This design comes from an exercise in tuning for small area, a short achievable clock period and few clock cycles on the open sky130 flow, not from production work. In this exercise RTL edits were held to simulation tests only and were not proved equivalent to the original. Power and IR drop assume default switching activity.

==> flow/config.mk <==
export PLATFORM = sky130hd
export DESIGN_NAME = JAM
export DESIGN_NICKNAME = JAM
export VERILOG_FILES = /design/flow/design.v
export SDC_FILE = /design/flow/constraint.sdc
export NUM_CORES = 4
export LEC_CHECK = 0
export CAP_MARGIN = 20
export CORE_MARGIN = 2
export CORE_UTILIZATION = 40
export SLEW_MARGIN = 20
==> flow/constraint.sdc <==
create_clock -name core_clock -period 10.0 [get_ports {CLK}]
set_input_delay 2.0000 -clock core_clock [delete_from_list [all_inputs] [get_ports {CLK}]]
set_output_delay 2.0000 -clock core_clock [all_outputs]
set_load 0.01 [all_outputs]
==> flow/design.v <==
module jam_cmb (
    input  [13:0] a,
    input  [13:0] b,
    output [13:0] y
);
    wire lt = a[9:0] < b[9:0];
    wire eq = a[9:0] == b[9:0];
    assign y[9:0] = lt ? a[9:0] : b[9:0];
    assign y[13:10] = eq ? a[13:10] + b[13:10] : (lt ? a[13:10] : b[13:10]);
endmodule
module jam_order (
    input  [5:0] k,
    output reg [5:0] a
);
    always @(*) begin
        case (k)
            6'd0: a = 6'd0;
            6'd1: a = 6'd1;
            6'd2: a = 6'd2;
            6'd3: a = 6'd6;
            6'd4: a = 6'd7;
            6'd5: a = 6'd9;
            6'd6: a = 6'd10;
            6'd7: a = 6'd14;
            6'd8: a = 6'd15;
            6'd9: a = 6'd8;
            6'd10: a = 6'd18;
            6'd11: a = 6'd22;
            6'd12: a = 6'd23;
            6'd13: a = 6'd3;
            6'd14: a = 6'd11;
            6'd15: a = 6'd17;
            6'd16: a = 6'd16;
            6'd17: a = 6'd19;
            6'd18: a = 6'd26;
            6'd19: a = 6'd30;
            6'd20: a = 6'd31;
            6'd21: a = 6'd25;
            6'd22: a = 6'd24;
            6'd23: a = 6'd27;
            6'd24: a = 6'd34;
            6'd25: a = 6'd38;
            6'd26: a = 6'd39;
            6'd27: a = 6'd4;
            6'd28: a = 6'd12;
            6'd29: a = 6'd33;
            6'd30: a = 6'd32;
            6'd31: a = 6'd20;
            6'd32: a = 6'd35;
            6'd33: a = 6'd28;
            6'd34: a = 6'd42;
            6'd35: a = 6'd43;
            6'd36: a = 6'd46;
            6'd37: a = 6'd47;
            6'd38: a = 6'd41;
            6'd39: a = 6'd40;
            6'd40: a = 6'd36;
            6'd41: a = 6'd44;
            6'd42: a = 6'd5;
            6'd43: a = 6'd13;
            6'd44: a = 6'd21;
            6'd45: a = 6'd29;
            6'd46: a = 6'd50;
            6'd47: a = 6'd51;
            6'd48: a = 6'd52;
            6'd49: a = 6'd54;
            6'd50: a = 6'd55;
            6'd51: a = 6'd49;
            6'd52: a = 6'd48;
            6'd53: a = 6'd37;
            6'd54: a = 6'd45;
            6'd55: a = 6'd53;
            6'd56: a = 6'd58;
            6'd57: a = 6'd59;
            6'd58: a = 6'd60;
            6'd59: a = 6'd61;
            6'd60: a = 6'd62;
            6'd61: a = 6'd63;
            6'd62: a = 6'd57;
            6'd63: a = 6'd56;
            default: a = 6'd0;
        endcase
    end
endmodule
module jam_cand (
    input  [13:0] v,
    input  [6:0]  c,
    input         ok,
    output [13:0] y
);
    wire [9:0] s = v[9:0] + {3'd0, c};
    assign y[9:0] = s | {10{~ok}};
    assign y[13:10] = v[13:10] & {4{ok}};
endmodule
module JAM (
    input CLK,
    input RST,
    output [2:0] W,
    output [2:0] J,
    input [6:0] Cost,
    output reg [3:0] MatchCount,
    output reg [9:0] MinCost,
    output reg Valid
);
    reg [5:0] rk;
    reg [5:0] wj;
    wire [5:0] rk_inc = (rk == 6'd63) ? 6'd63 : rk + 6'd1;
    wire [5:0] nxt_addr;
    jam_order u_ord (.k(RST ? 6'd0 : rk_inc), .a(nxt_addr));
    assign W = wj[5:3];
    assign J = wj[2:0];
    reg [5:0] a1, a2;
    reg [6:0] cin;
    always @(posedge CLK) begin
        if (RST) rk <= 6'd0; else rk <= rk_inc;
        wj <= nxt_addr;
        a1 <= wj;
        a2 <= a1;
        cin <= Cost;
    end
    reg [6:0] tab [0:63];
    integer ti;
    always @(posedge CLK) begin
        for (ti = 0; ti < 64; ti = ti + 1) if (a2 == ti) tab[ti] <= cin;
    end
    reg [7:0] g0_um2, g0_um1, g0_u0, g0_u1, g0_u2, g0_u3;
    reg [2:0] g0_rm1, g0_r0, g0_r1, g0_r2;
    wire [2:0] g0_pc = {2'd0, g0_um2[0]} + {2'd0, g0_um2[1]} + {2'd0, g0_um2[2]} + {2'd0, g0_um2[3]} + {2'd0, g0_um2[4]} + {2'd0, g0_um2[5]} + 3'd7;
    always @(posedge CLK) begin
        if (RST) g0_um2 <= 8'd240; else g0_um2 <= g0_um2 + 8'd1;
        g0_um1 <= g0_um2; g0_u0 <= g0_um1; g0_u1 <= g0_u0; g0_u2 <= g0_u1; g0_u3 <= g0_u2;
        g0_rm1 <= g0_pc; g0_r0 <= g0_rm1; g0_r1 <= g0_r0; g0_r2 <= g0_r1;
    end
    reg [6:0] g0_c0;
    always @(posedge CLK) g0_c0 <= tab[{g0_r2, 3'd0}];
    reg [6:0] g0_c1;
    always @(posedge CLK) g0_c1 <= tab[{g0_r1, 3'd1}];
    reg [6:0] g0_c2;
    always @(posedge CLK) g0_c2 <= tab[{g0_rm1, 3'd2}];
    reg [6:0] g0_c3;
    always @(posedge CLK) g0_c3 <= tab[{g0_rm1, 3'd3}];
    reg [6:0] g0_c4;
    always @(posedge CLK) g0_c4 <= tab[{g0_rm1, 3'd4}];
    reg [6:0] g0_c5;
    always @(posedge CLK) g0_c5 <= tab[{g0_rm1, 3'd5}];
    reg [7:0] g1_um2, g1_um1, g1_u0, g1_u1, g1_u2, g1_u3;
    reg [2:0] g1_rm1, g1_r0, g1_r1, g1_r2;
    wire [2:0] g1_pc = {2'd0, g1_um2[0]} + {2'd0, g1_um2[1]} + {2'd0, g1_um2[2]} + {2'd0, g1_um2[3]} + {2'd0, g1_um2[4]} + {2'd0, g1_um2[5]} + 3'd0;
    always @(posedge CLK) begin
        if (RST) g1_um2 <= 8'd236; else g1_um2 <= g1_um2 + 8'd1;
        g1_um1 <= g1_um2; g1_u0 <= g1_um1; g1_u1 <= g1_u0; g1_u2 <= g1_u1; g1_u3 <= g1_u2;
        g1_rm1 <= g1_pc; g1_r0 <= g1_rm1; g1_r1 <= g1_r0; g1_r2 <= g1_r1;
    end
    reg [6:0] g1_c0;
    always @(posedge CLK) g1_c0 <= tab[{g1_r2, 3'd0}];
    reg [6:0] g1_c1;
    always @(posedge CLK) g1_c1 <= tab[{g1_r1, 3'd1}];
    reg [6:0] g1_c2;
    always @(posedge CLK) g1_c2 <= tab[{g1_rm1, 3'd2}];
    reg [6:0] g1_c3;
    always @(posedge CLK) g1_c3 <= tab[{g1_rm1, 3'd3}];
    reg [6:0] g1_c4;
    always @(posedge CLK) g1_c4 <= tab[{g1_rm1, 3'd4}];
    reg [6:0] g1_c5;
    always @(posedge CLK) g1_c5 <= tab[{g1_rm1, 3'd5}];
    reg [6:0] g1_c6;
    always @(posedge CLK) g1_c6 <= tab[{g1_rm1, 3'd6}];
    reg [6:0] g1_c7;
    always @(posedge CLK) g1_c7 <= tab[{g1_rm1, 3'd7}];
    reg [7:0] g2_um2, g2_um1, g2_u0, g2_u1, g2_u2, g2_u3;
    reg [2:0] g2_rm1, g2_r0, g2_r1, g2_r2;
    wire [2:0] g2_pc = {2'd0, g2_um2[0]} + {2'd0, g2_um2[1]} + {2'd0, g2_um2[2]} + {2'd0, g2_um2[3]} + {2'd0, g2_um2[4]} + {2'd0, g2_um2[5]} + 3'd1;
    always @(posedge CLK) begin
        if (RST) g2_um2 <= 8'd232; else g2_um2 <= g2_um2 + 8'd1;
        g2_um1 <= g2_um2; g2_u0 <= g2_um1; g2_u1 <= g2_u0; g2_u2 <= g2_u1; g2_u3 <= g2_u2;
        g2_rm1 <= g2_pc; g2_r0 <= g2_rm1; g2_r1 <= g2_r0; g2_r2 <= g2_r1;
    end
    reg [6:0] g2_c0;
    always @(posedge CLK) g2_c0 <= tab[{g2_r2, 3'd0}];
    reg [6:0] g2_c1;
    always @(posedge CLK) g2_c1 <= tab[{g2_r1, 3'd1}];
    reg [6:0] g2_c2;
    always @(posedge CLK) g2_c2 <= tab[{g2_rm1, 3'd2}];
    reg [6:0] g2_c3;
    always @(posedge CLK) g2_c3 <= tab[{g2_rm1, 3'd3}];
    reg [6:0] g2_c4;
    always @(posedge CLK) g2_c4 <= tab[{g2_rm1, 3'd4}];
    reg [6:0] g2_c5;
    always @(posedge CLK) g2_c5 <= tab[{g2_rm1, 3'd5}];
    reg [6:0] g2_c6;
    always @(posedge CLK) g2_c6 <= tab[{g2_rm1, 3'd6}];
    reg [6:0] g2_c7;
    always @(posedge CLK) g2_c7 <= tab[{g2_rm1, 3'd7}];
    reg [13:0] q0 [0:28];
    wire [13:0] l0_x0;
    jam_cand l0_cx0 (.v(q0[0]), .c(g0_c2), .ok(g0_u0[2]), .y(l0_x0));
    wire [13:0] l0_x1;
    jam_cand l0_cx1 (.v(q0[4]), .c(g0_c3), .ok(g0_u0[3]), .y(l0_x1));
    wire [13:0] l0_x2;
    jam_cand l0_cx2 (.v(q0[12]), .c(g0_c4), .ok(g0_u0[4]), .y(l0_x2));
    wire [13:0] l0_x3;
    jam_cand l0_cx3 (.v(q0[28]), .c(g0_c5), .ok(g0_u0[5]), .y(l0_x3));
    wire [13:0] l0_y0;
    jam_cmb l0_cy0 (.a(l0_x0), .b(l0_x1), .y(l0_y0));
    wire [13:0] l0_y1;
    jam_cmb l0_cy1 (.a(l0_x2), .b(l0_x3), .y(l0_y1));
    reg [13:0] l0_p0 [0:1];
    always @(posedge CLK) begin
        l0_p0[0] <= l0_y0;
        l0_p0[1] <= l0_y1;
    end
    wire [13:0] l0_z0_0;
    jam_cmb l0_cz0_0 (.a(l0_p0[0]), .b(l0_p0[1]), .y(l0_z0_0));
    reg [13:0] l0_p1, l0_p2;
    always @(posedge CLK) l0_p1 <= l0_z0_0;
    wire [13:0] l0_t2, l0_s2;
    jam_cand l0_ct2 (.v(q0[0]), .c(g0_c1), .ok(g0_u2[1]), .y(l0_t2));
    jam_cmb l0_cs2 (.a(l0_t2), .b(l0_p1), .y(l0_s2));
    always @(posedge CLK) l0_p2 <= l0_s2;
    wire [13:0] l0_t1, l0_s3, l0_r;
    jam_cand l0_ct1 (.v(q0[0]), .c(g0_c0), .ok(g0_u3[0]), .y(l0_t1));
    jam_cmb l0_cs3 (.a(l0_t1), .b(l0_p2), .y(l0_s3));
    assign l0_r = (g0_u3 == 8'd0) ? 14'h0400 : l0_s3;
    integer qi0;
    always @(posedge CLK) begin
        q0[0] <= l0_r;
        for (qi0 = 1; qi0 < 29; qi0 = qi0 + 1) q0[qi0] <= q0[qi0-1];
    end
    reg [13:0] q1 [0:28];
    wire [13:0] l1_x0;
    jam_cand l1_cx0 (.v(q1[0]), .c(g1_c2), .ok(g1_u0[2]), .y(l1_x0));
    wire [13:0] l1_x1;
    jam_cand l1_cx1 (.v(q1[4]), .c(g1_c3), .ok(g1_u0[3]), .y(l1_x1));
    wire [13:0] l1_x2;
    jam_cand l1_cx2 (.v(q1[12]), .c(g1_c4), .ok(g1_u0[4]), .y(l1_x2));
    wire [13:0] l1_x3;
    jam_cand l1_cx3 (.v(q1[28]), .c(g1_c5), .ok(g1_u0[5]), .y(l1_x3));
    wire [13:0] l1_x4;
    jam_cand l1_cx4 (.v(q0[0]), .c(g1_c6), .ok(1'b1), .y(l1_x4));
    wire [13:0] l1_y0;
    jam_cmb l1_cy0 (.a(l1_x0), .b(l1_x1), .y(l1_y0));
    wire [13:0] l1_y1;
    jam_cmb l1_cy1 (.a(l1_x2), .b(l1_x3), .y(l1_y1));
    reg [13:0] l1_p0 [0:2];
    always @(posedge CLK) begin
        l1_p0[0] <= l1_y0;
        l1_p0[1] <= l1_y1;
        l1_p0[2] <= l1_x4;
    end
    wire [13:0] l1_z0_0;
    jam_cmb l1_cz0_0 (.a(l1_p0[0]), .b(l1_p0[1]), .y(l1_z0_0));
    wire [13:0] l1_z1_0;
    jam_cmb l1_cz1_0 (.a(l1_z0_0), .b(l1_p0[2]), .y(l1_z1_0));
    reg [13:0] l1_p1, l1_p2;
    always @(posedge CLK) l1_p1 <= l1_z1_0;
    wire [13:0] l1_t2, l1_s2;
    jam_cand l1_ct2 (.v(q1[0]), .c(g1_c1), .ok(g1_u2[1]), .y(l1_t2));
    jam_cmb l1_cs2 (.a(l1_t2), .b(l1_p1), .y(l1_s2));
    always @(posedge CLK) l1_p2 <= l1_s2;
    wire [13:0] l1_t1, l1_s3, l1_r;
    jam_cand l1_ct1 (.v(q1[0]), .c(g1_c0), .ok(g1_u3[0]), .y(l1_t1));
    jam_cmb l1_cs3 (.a(l1_t1), .b(l1_p2), .y(l1_s3));
    assign l1_r = l1_s3;
    integer qi1;
    always @(posedge CLK) begin
        q1[0] <= l1_r;
        for (qi1 = 1; qi1 < 29; qi1 = qi1 + 1) q1[qi1] <= q1[qi1-1];
    end
    reg [13:0] q2 [0:28];
    wire [13:0] l2_x0;
    jam_cand l2_cx0 (.v(q2[0]), .c(g1_c2), .ok(g1_u0[2]), .y(l2_x0));
    wire [13:0] l2_x1;
    jam_cand l2_cx1 (.v(q2[4]), .c(g1_c3), .ok(g1_u0[3]), .y(l2_x1));
    wire [13:0] l2_x2;
    jam_cand l2_cx2 (.v(q2[12]), .c(g1_c4), .ok(g1_u0[4]), .y(l2_x2));
    wire [13:0] l2_x3;
    jam_cand l2_cx3 (.v(q2[28]), .c(g1_c5), .ok(g1_u0[5]), .y(l2_x3));
    wire [13:0] l2_x4;
    jam_cand l2_cx4 (.v(q0[0]), .c(g1_c7), .ok(1'b1), .y(l2_x4));
    wire [13:0] l2_y0;
    jam_cmb l2_cy0 (.a(l2_x0), .b(l2_x1), .y(l2_y0));
    wire [13:0] l2_y1;
    jam_cmb l2_cy1 (.a(l2_x2), .b(l2_x3), .y(l2_y1));
    reg [13:0] l2_p0 [0:2];
    always @(posedge CLK) begin
        l2_p0[0] <= l2_y0;
        l2_p0[1] <= l2_y1;
        l2_p0[2] <= l2_x4;
    end
    wire [13:0] l2_z0_0;
    jam_cmb l2_cz0_0 (.a(l2_p0[0]), .b(l2_p0[1]), .y(l2_z0_0));
    wire [13:0] l2_z1_0;
    jam_cmb l2_cz1_0 (.a(l2_z0_0), .b(l2_p0[2]), .y(l2_z1_0));
    reg [13:0] l2_p1, l2_p2;
    always @(posedge CLK) l2_p1 <= l2_z1_0;
    wire [13:0] l2_t2, l2_s2;
    jam_cand l2_ct2 (.v(q2[0]), .c(g1_c1), .ok(g1_u2[1]), .y(l2_t2));
    jam_cmb l2_cs2 (.a(l2_t2), .b(l2_p1), .y(l2_s2));
    always @(posedge CLK) l2_p2 <= l2_s2;
    wire [13:0] l2_t1, l2_s3, l2_r;
    jam_cand l2_ct1 (.v(q2[0]), .c(g1_c0), .ok(g1_u3[0]), .y(l2_t1));
    jam_cmb l2_cs3 (.a(l2_t1), .b(l2_p2), .y(l2_s3));
    assign l2_r = l2_s3;
    integer qi2;
    always @(posedge CLK) begin
        q2[0] <= l2_r;
        for (qi2 = 1; qi2 < 29; qi2 = qi2 + 1) q2[qi2] <= q2[qi2-1];
    end
    reg [13:0] q3 [0:28];
    wire [13:0] l3_x0;
    jam_cand l3_cx0 (.v(q3[0]), .c(g2_c2), .ok(g2_u0[2]), .y(l3_x0));
    wire [13:0] l3_x1;
    jam_cand l3_cx1 (.v(q3[4]), .c(g2_c3), .ok(g2_u0[3]), .y(l3_x1));
    wire [13:0] l3_x2;
    jam_cand l3_cx2 (.v(q3[12]), .c(g2_c4), .ok(g2_u0[4]), .y(l3_x2));
    wire [13:0] l3_x3;
    jam_cand l3_cx3 (.v(q3[28]), .c(g2_c5), .ok(g2_u0[5]), .y(l3_x3));
    wire [13:0] l3_x4;
    jam_cand l3_cx4 (.v(q2[0]), .c(g2_c6), .ok(1'b1), .y(l3_x4));
    wire [13:0] l3_x5;
    jam_cand l3_cx5 (.v(q1[0]), .c(g2_c7), .ok(1'b1), .y(l3_x5));
    wire [13:0] l3_y0;
    jam_cmb l3_cy0 (.a(l3_x0), .b(l3_x1), .y(l3_y0));
    wire [13:0] l3_y1;
    jam_cmb l3_cy1 (.a(l3_x2), .b(l3_x3), .y(l3_y1));
    wire [13:0] l3_y2;
    jam_cmb l3_cy2 (.a(l3_x4), .b(l3_x5), .y(l3_y2));
    reg [13:0] l3_p0 [0:2];
    always @(posedge CLK) begin
        l3_p0[0] <= l3_y0;
        l3_p0[1] <= l3_y1;
        l3_p0[2] <= l3_y2;
    end
    wire [13:0] l3_z0_0;
    jam_cmb l3_cz0_0 (.a(l3_p0[0]), .b(l3_p0[1]), .y(l3_z0_0));
    wire [13:0] l3_z1_0;
    jam_cmb l3_cz1_0 (.a(l3_z0_0), .b(l3_p0[2]), .y(l3_z1_0));
    reg [13:0] l3_p1, l3_p2;
    always @(posedge CLK) l3_p1 <= l3_z1_0;
    wire [13:0] l3_t2, l3_s2;
    jam_cand l3_ct2 (.v(q3[0]), .c(g2_c1), .ok(g2_u2[1]), .y(l3_t2));
    jam_cmb l3_cs2 (.a(l3_t2), .b(l3_p1), .y(l3_s2));
    always @(posedge CLK) l3_p2 <= l3_s2;
    wire [13:0] l3_t1, l3_s3, l3_r;
    jam_cand l3_ct1 (.v(q3[0]), .c(g2_c0), .ok(g2_u3[0]), .y(l3_t1));
    jam_cmb l3_cs3 (.a(l3_t1), .b(l3_p2), .y(l3_s3));
    assign l3_r = l3_s3;
    integer qi3;
    always @(posedge CLK) begin
        q3[0] <= l3_r;
        for (qi3 = 1; qi3 < 29; qi3 = qi3 + 1) q3[qi3] <= q3[qi3-1];
    end
    always @(posedge CLK) begin
        if (RST) Valid <= 1'b0;
        else if (g2_u3 == 8'd63) begin
            Valid <= 1'b1;
            MinCost <= l3_r[9:0];
            MatchCount <= l3_r[13:10];
        end
    end
endmodule
==> flow/run.sh <==
#!/bin/bash
# synth_recipe.tcl (not shown) runs the flow's synth.tcl, then flattens the netlist and writes it again
# the make line also repeats each setting of config.mk as NAME=value (left out here)
make -C /OpenROAD-flow-scripts/flow DESIGN_CONFIG=/design/flow/config.mk WORK_HOME=/design/flow/orfs CLKGATE_MAP_FILE= SYNTH_SCRIPT=/design/flow/synth_recipe.tcl finish
==> results.txt <==
cells in the final DEF, fill, tap and decap left out, types with 57 or more instances in the layout:
master	count
a21o_1	147
a21oi_1	497
and2_1	117
buf_4	77
clkbuf_16	307
dfxtp_1	2206
edfxtp_1	462
fa_1	61
ha_1	527
inv_1	378
mux2_2	78
mux2i_1	187
mux4_2	101
nand2_1	473
nand2b_1	57
nand3_1	111
nor2_1	539
nor2b_1	139
o21a_1	60
o21ai_0	313
xnor2_1	155
xor2_1	97
metal layers:
metal | part of all wire | vias to the layer above
met2 | 0.44 | 2198
met1 | 0.43 | 27500
met5 | 0.00032 | -
met3 | 0.077 | 585
li1 | - | 27100
met4 | 0.054 | 12
registers in the layout (all words and copies together) (netlist names), 28 cells and up:
signal  flops
tab       448
q1        406
q2        406
q3        406
q0        405
l3_p0      42
l2_p0      39
l1_p0      38
l0_p0      28
final cells by class:
type                    count  area share
diodes                     24    0.000564
clock buffers             381      0.0775
clock inverters           113      0.0137
inverters                 386      0.0136
multi-input cells        4350       0.302
flip-flops and latches   2685       0.549
well taps                3026      0.0356
repair buffers            106     0.00816
worst paths after layout:
kind,endpoint
hold / removal,q0[7][5]
setup reg to reg,l1_p1[13]
hold reg to reg,q0[7][5]
setup / recovery,l1_p1[13]
power by group:
| part | total, uW | switching [uW] | internal [uW] |
|---|---|---|---|
| clock | 10800 | 4210 | 6570 |
| sequential | 16100 | 1740 | 14300 |
| combinational | 16000 | 9580 | 6380 |
| total | 42800 | 15500 | 27300 |
cell families after synthesis:
| kind of cell | after synthesis |
|---|---|
| multiplexers | 366 |
| XOR/XNOR | 252 |
| AO/OA/AOI/OAI | 1527 |
| buffers and inverters | 646 |
| adder cells (fa/ha/maj) | 588 |
| flip-flops | 2685 |
| AND/OR/NAND/NOR | 1617 |
stage by stage:
stage	cell area [sq um]	instances	setup WS [ns]	hold slack, ns	util
3_3_place_gp	96600	10600	4.57	0.310	0.419
5_1_grt	106000	11100	4.98	0.272	0.461
2_1_floorplan	92900	7681	5.77	0.310	-
6_report	106000	11100	5.38	0.274	0.462
3_5_place_dp	96600	10600	4.59	0.312	0.419
4_1_cts	106000	11000	5.38	0.274	0.461
critical path: stages, from the launching register on:
cell and delay (ns):
dfxtp_1 0.31, inv_1 0.06, ha_1 0.32, and3_1 0.17, o21ai_0 0.20, a21boi_0 0.18
nor2_1 0.47, buf_4 0.31, nand2_1 0.07, o21ai_0 0.14, ha_1 0.30, and3b_1 0.17
o21a_1 0.16, o21ai_0 0.19, a21oi_1 0.12, a211oi_2 0.62, buf_4 0.33, a2bb2oi_1 0.17
o21ai_0 0.09, a21oi_1 0.14
==> qor.yml <==
logic_synthesis:
  synth_nets: 8278
  synth_edf_count: 462
  synth_top_family_by_area: "compound AO/OA/AOI/OAI gates"
  syn_area_per_cell_sq_um: 12.1
  synth_common_cells: "2223 x dfxtp_1, 541 x nor2_1, 527 x ha_1, 497 x a21oi_1, 474 x nand2_1"
  syn-cell-area_sq_mm: 0.0929
  yosysTopAreaCellShare: 0.479
  synth_mux_area_frac: 0.0541
  synth_cell_types: 76
  yosysMostFrequentCell: "dfxtp_1"
  ys_async_sr_fraction: 0
  synthAdderAreaFrac: 0.0841
  ys_seq_area_frac: 0.628
  synth_compound_area_frac: 0.103
  synth_simple_gate_area_frac: 0.0801
  netlist_instances: 7681
  ys_top_cells_by_area: "dfxtp_1 48%, edfxtp_1 15%, ha_1 7.1%"
  synthXorXnorAreaFrac: 0.0238
  ys_ff_latch: 2685
  synth_ff_type: "dfxtp_1"
  ys_warn_count: 20
  yosysTopAreaCell: "dfxtp_1"
drt:
  dr.pass1.iters: 6
  routedWlPerCell_um: 21.3
  ant_nets: 0
  routed_wl_um: 236000
  drtIter0Drc: 5186
  vias: 57400
  viasPerCell: 5.19
  drc_errors: 0
cells_and_area:
  final_nets: 8414
  multi_input_area_sq_mm: 0.0321
  area_growth_pct: 14.5
  area.sequential_sq_mm: 0.0584
  drive_gt1_frac: 0.0934
  n_fill_cell: 20400
min_path:
  hold_depth: 0
  hp-class: "reg -> reg"
  holdCritStartpoint: "q0[6][5]"
critical_path:
  endpoint_kind: "flip-flop"
  required_ns: 10.79
  crit_start: "l1_p0[1][4]"
  rr_worst_depth: 19
  r2r_start: "l1_p0[1][4]"
  r2r_setup_slack_ns: 5.38
  cp_max_fo: 19
  crit_arrival_ns: 5.40
  critPathKind: "reg -> reg"
  critPathLaunchType: "flip-flop"
sta:
  skew_ns: 0.0818
  fmax_mhz: 216
  rsz0062_at_grt: "no"
  fin_crit_sh: 0.462
  relSlewSlack: 0.171
  post-route-min-period_ns: 4.62
  finalHoldViolCount: 0
  worst_slew_pin_slew_ns: 1.23
  finalSetupTns_ns: 0
  finalSetupViolations: 0
  slew_violations: 0
clocking:
  max-clock-path-buffers: 4
  cts-root-buf: "clkbuf_16"
  ctsHtreeMaxLevel: 5
  cts_tree: "yes"
  clkLatencyLatePin_ns: 0.95
  cts_buffers: 288
  clk_pin_slew_ns: 0.06
  cts.sinks: 2685
  cts_hold_buf: 0
  cts_resized: 0
  cts_setup_buffers: 0
flow_run:
  drv_cap: 0
global_route:
  grt_most_used_layer: "met2"
  use_met3: 0.0388
  grt_util_met1: 0.260
  grt_pass1_vias: 56500
  grt-ovfl-total: 0
  grt_pass1_wl_um: 350000
  track_usage: 0.195
  grt_max_degree: 65
  antenna_found_initial: 34
  use_met2: 0.302
die:
  initial_core_util: 0.403
  pin_count: 30
  num_rows: 176
  coreArea_sq_mm: 0.231
  dieArea_sq_mm: 0.236
  fp.dieH_um: 486
  die_w_um: 486
power:
  leakage_uw: 0.0437
  p_total_uw: 42800
  irDropWorstVdd_mv: 0.235
  power.density_mw_per_mm2: 402
place:
  port_buffers: 29
  place_congestion: 0.925
  dpl.hpwl_um: 165000
run_status:
  status: "finished clean"
Testbench counts, summed over its fixed seeds: cycles 1,674.

==> afterwards: timing with drivers on the ports <==
Ports are ideal in the flow. The routed layout listed here was re-timed in OpenROAD.
Step 1 sets driving cells, clkbuf_16 on the clock port and buf_2 on the other inputs (assumed; they add their load-dependent delay and slew).
Step 2 adds t to the input delays and takes it off the output delays; t is the mean of the earliest and latest rising clock arrival at the registers after step 1. Input paths then give back, and output paths get back, about the clock's delay inside the block.
a / b / c = ideal ports / drivers / drivers and shift; a / b = the first two.
t (ns): 0.982
setup slack, ns: 5.380 / 5.380 / 4.702
clock arrival spread, ns: 0.099 / 0.099
worst data-port slew with drivers (ns): 0.04
After both steps setup and hold are still met in this run. For this run, drivers alone change the setup slack by 0.000 ns; drivers and shift together by -0.678 ns.
